Background: an optimization exercise with open tools, aiming at small area, a short achievable clock period and few clock cycles per item. Do not read the settings as production practice. RTL that was checked went through simulation tests only; none was proved equivalent to the original.

## JK
==> flow/design.v (excerpt) <==
module aes_top (
    input          clk,
    input          rst_n,
    input          start,
    input  [127:0] plaintext,
    input  [127:0] cipher_key,
    output [127:0] ciphertext,
    output         done
);
clock: 7.0 ns
lec_check: 0
abc_area: 0
cap_margin: 20
core_margin: 2
core_utilization: 40
setup_slack_margin: 1.5
slew_margin: 20
synth_hierarchical: 1
synth_minimum_keep_size: 0
standard.sh (not shown) runs the stock make flow with config.mk's settings and CLKGATE_MAP_FILE= SYNTH_SCRIPT=/design/flow/synth_recipe.tcl, a recipe that flattens the netlist after the stock synthesis.
==> flow/flow/run.sh <==
#!/bin/bash
# The standard layout (standard.sh) with two changes:
#  - every input and output port gets a buf_1 as its port buffer instead of
#    the default clkdlybuf4s50_1;
#  - no timing repair at floorplan (REMOVE_ABC_BUFFERS=1): its wire-load
#    estimates are pessimistic; timing is repaired after placement instead.
set -euo pipefail
bash standard.sh "BUFFER_PORTS_ARGS=-buffer_cell sky130_fd_sc_hd__buf_1" \
  REMOVE_ABC_BUFFERS=1 finish > layout.log 2>&1
Modified inputs, MS compared to JK
- swapping 1.5 for 1.25 in SETUP_SLACK_MARGIN
## What came out
- From JK to MS the numbers moved as follows: number of vias after detailed routing shows a reduction of 1.1%, global routing usage summed across all routing layers shows no meaningful change.
- Worst hold slack delta (JK -> MS): insignificant
- Higher final non-filler cell area goes to JK over MS.
- Comparing MS and JK, share of the clock period used by the worst path is lower on JK.
- Depth of the worst register-to-register path, MS and JK: larger value in JK
- The run with more routed wire is JK, not MS.
- MS against JK: multi-input gate area in the final layout fell by about 4.5%.
- Diff JK..MS | die footprint | unchanged
No functional check of the RTL was part of any run of this note.


aes_top, a different RTL version from the one above (not shown whole).
For scale: roughly 270 flip-flops, ~390 I/O pins, roughly 37000 µm² of cells after synthesis.
Settings: LEC_CHECK=0, ABC_AREA=0, CAP_MARGIN=20, CORE_MARGIN=2, CORE_UTILIZATION=40, SLEW_MARGIN=20, SYNTH_HIERARCHICAL=1, SYNTH_MINIMUM_KEEP_SIZE=0; clock period 7.0 ns.
run.sh (not shown) runs the stock make flow with config.mk's settings and CLKGATE_MAP_FILE= SYNTH_SCRIPT=/design/flow/synth_recipe.tcl, a recipe that flattens the netlist after the stock synthesis.
Stock flow here: none of the scripts above is used.
Change:
Settings changed: SETUP_SLACK_MARGIN set to 0.5.
After rerunning: Design area is higher by 1.4%; count of clock-buffer cells in the layout shrinks by 6; utilization increases by 0.73 points; die area is unchanged.
Function was not checked in any run of this note: the RTL went through the layout flow alone.


== tundra ==
Another version of the RTL of aes_top (not shown whole).
For scale: roughly 4,100 cells after synthesis.
clock: 7.0 ns
lec_check: 0
abc_area: 0
cap_margin: 20
core_margin: 2
core_utilization: 40
setup_slack_margin: 0.5
slew_margin: 20
synth_hierarchical: 1
synth_minimum_keep_size: 0
standard.sh (not shown) runs the stock make flow with config.mk's settings and CLKGATE_MAP_FILE= SYNTH_SCRIPT=/design/flow/synth_recipe.tcl, a recipe that flattens the netlist after the stock synthesis.
==> flow/flow/run.sh <==
#!/bin/bash
# The standard layout (standard.sh), with smaller port buffers: every input
# and output port still gets its own buffer, but a buf_1 instead of the
# default clkdlybuf4s50_1.
set -euo pipefail
bash standard.sh "BUFFER_PORTS_ARGS=-buffer_cell sky130_fd_sc_hd__buf_1" finish > layout.log 2>&1
tundra completed end to end with timing, DRC and antenna clean.
Testbench counts of tundra, summed over its fixed seeds: cycles 5,632, blocks 512.
The inputs of violet differ from those of tundra as listed below.
- a change of SETUP_SLACK_MARGIN from 0.5 to 1.0
==> flow/flow/run.sh <==
#!/bin/bash
# The standard layout (standard.sh) with two changes:
#  - every input and output port gets a buf_1 as its port buffer instead of
#    the default clkdlybuf4s50_1;
#  - no timing repair at floorplan (REMOVE_ABC_BUFFERS=1): its wire-load
#    estimates are pessimistic; timing is repaired after placement instead.
set -euo pipefail
bash standard.sh "BUFFER_PORTS_ARGS=-buffer_cell sky130_fd_sc_hd__buf_1" \
  REMOVE_ABC_BUFFERS=1 finish > layout.log 2>&1
## What came out
- Going from tundra to violet, final standard cell count with taps included and fillers excluded grew slightly.
- Of the two values seen for timing endpoint of the critical path, k_q[70] was produced by violet and r_q[76] by tundra.
- Relative to tundra, the worst setup slack of violet is higher by 0.42 ns.
- tundra → violet: met1 layer usage reported by global route went down by 2.6 points; maximum clock frequency up 12 MHz; shortest period the worst path allows has decreased.

==> port drivers added, routing unchanged <==
No port has a modelled driver above. Below, the same layouts with a new extraction and two added sets of constraints. Step 1 sets driving cells, clkbuf_16 on the clock port and buf_2 on the other inputs (assumed; they add their load-dependent delay and slew). Step 2, shift: input delay + t, output delay - t, t = (earliest + latest rising clock arrival at the registers) / 2. This alone moves slack from input paths to output paths. Three values: ideal, step 1, step 2; two values: the first two.
run | t, ns | setup slack, ns | hold WS [ns] | worst setup path after step 2 | pins driven straight from the clock port
JK | 0.620 | 1.602 / 1.639 / 1.019 | 0.571 / 0.571 / 0.571 | input to register | 1
MS | 0.617 | 1.399 / 1.438 / 0.821 | 0.573 / 0.573 / 0.573 | input to register | 1
the first run of note 2 | 0.625 | 0.520 / 0.520 / -0.044 | 0.572 / 0.572 / 0.572 | input to register | 1
the second run of note 2 | 0.635 | 0.730 / 0.780 / 0.145 | 0.575 / 0.575 / 0.575 | input to register | 1
tundra | 0.627 | 0.746 / 0.746 / 0.288 | 0.579 / 0.579 / 0.579 | input to register | 1
violet | 0.631 | 1.168 / 1.168 / 0.628 | 0.587 / 0.587 / 0.587 | input to register | 1
With both steps, setup timing fails in the first run of note 2, where it was met with ideal ports. The setup slack of the second run of note 2, which loses most, moves by +0.050 ns with the drivers and by -0.585 ns with both steps.
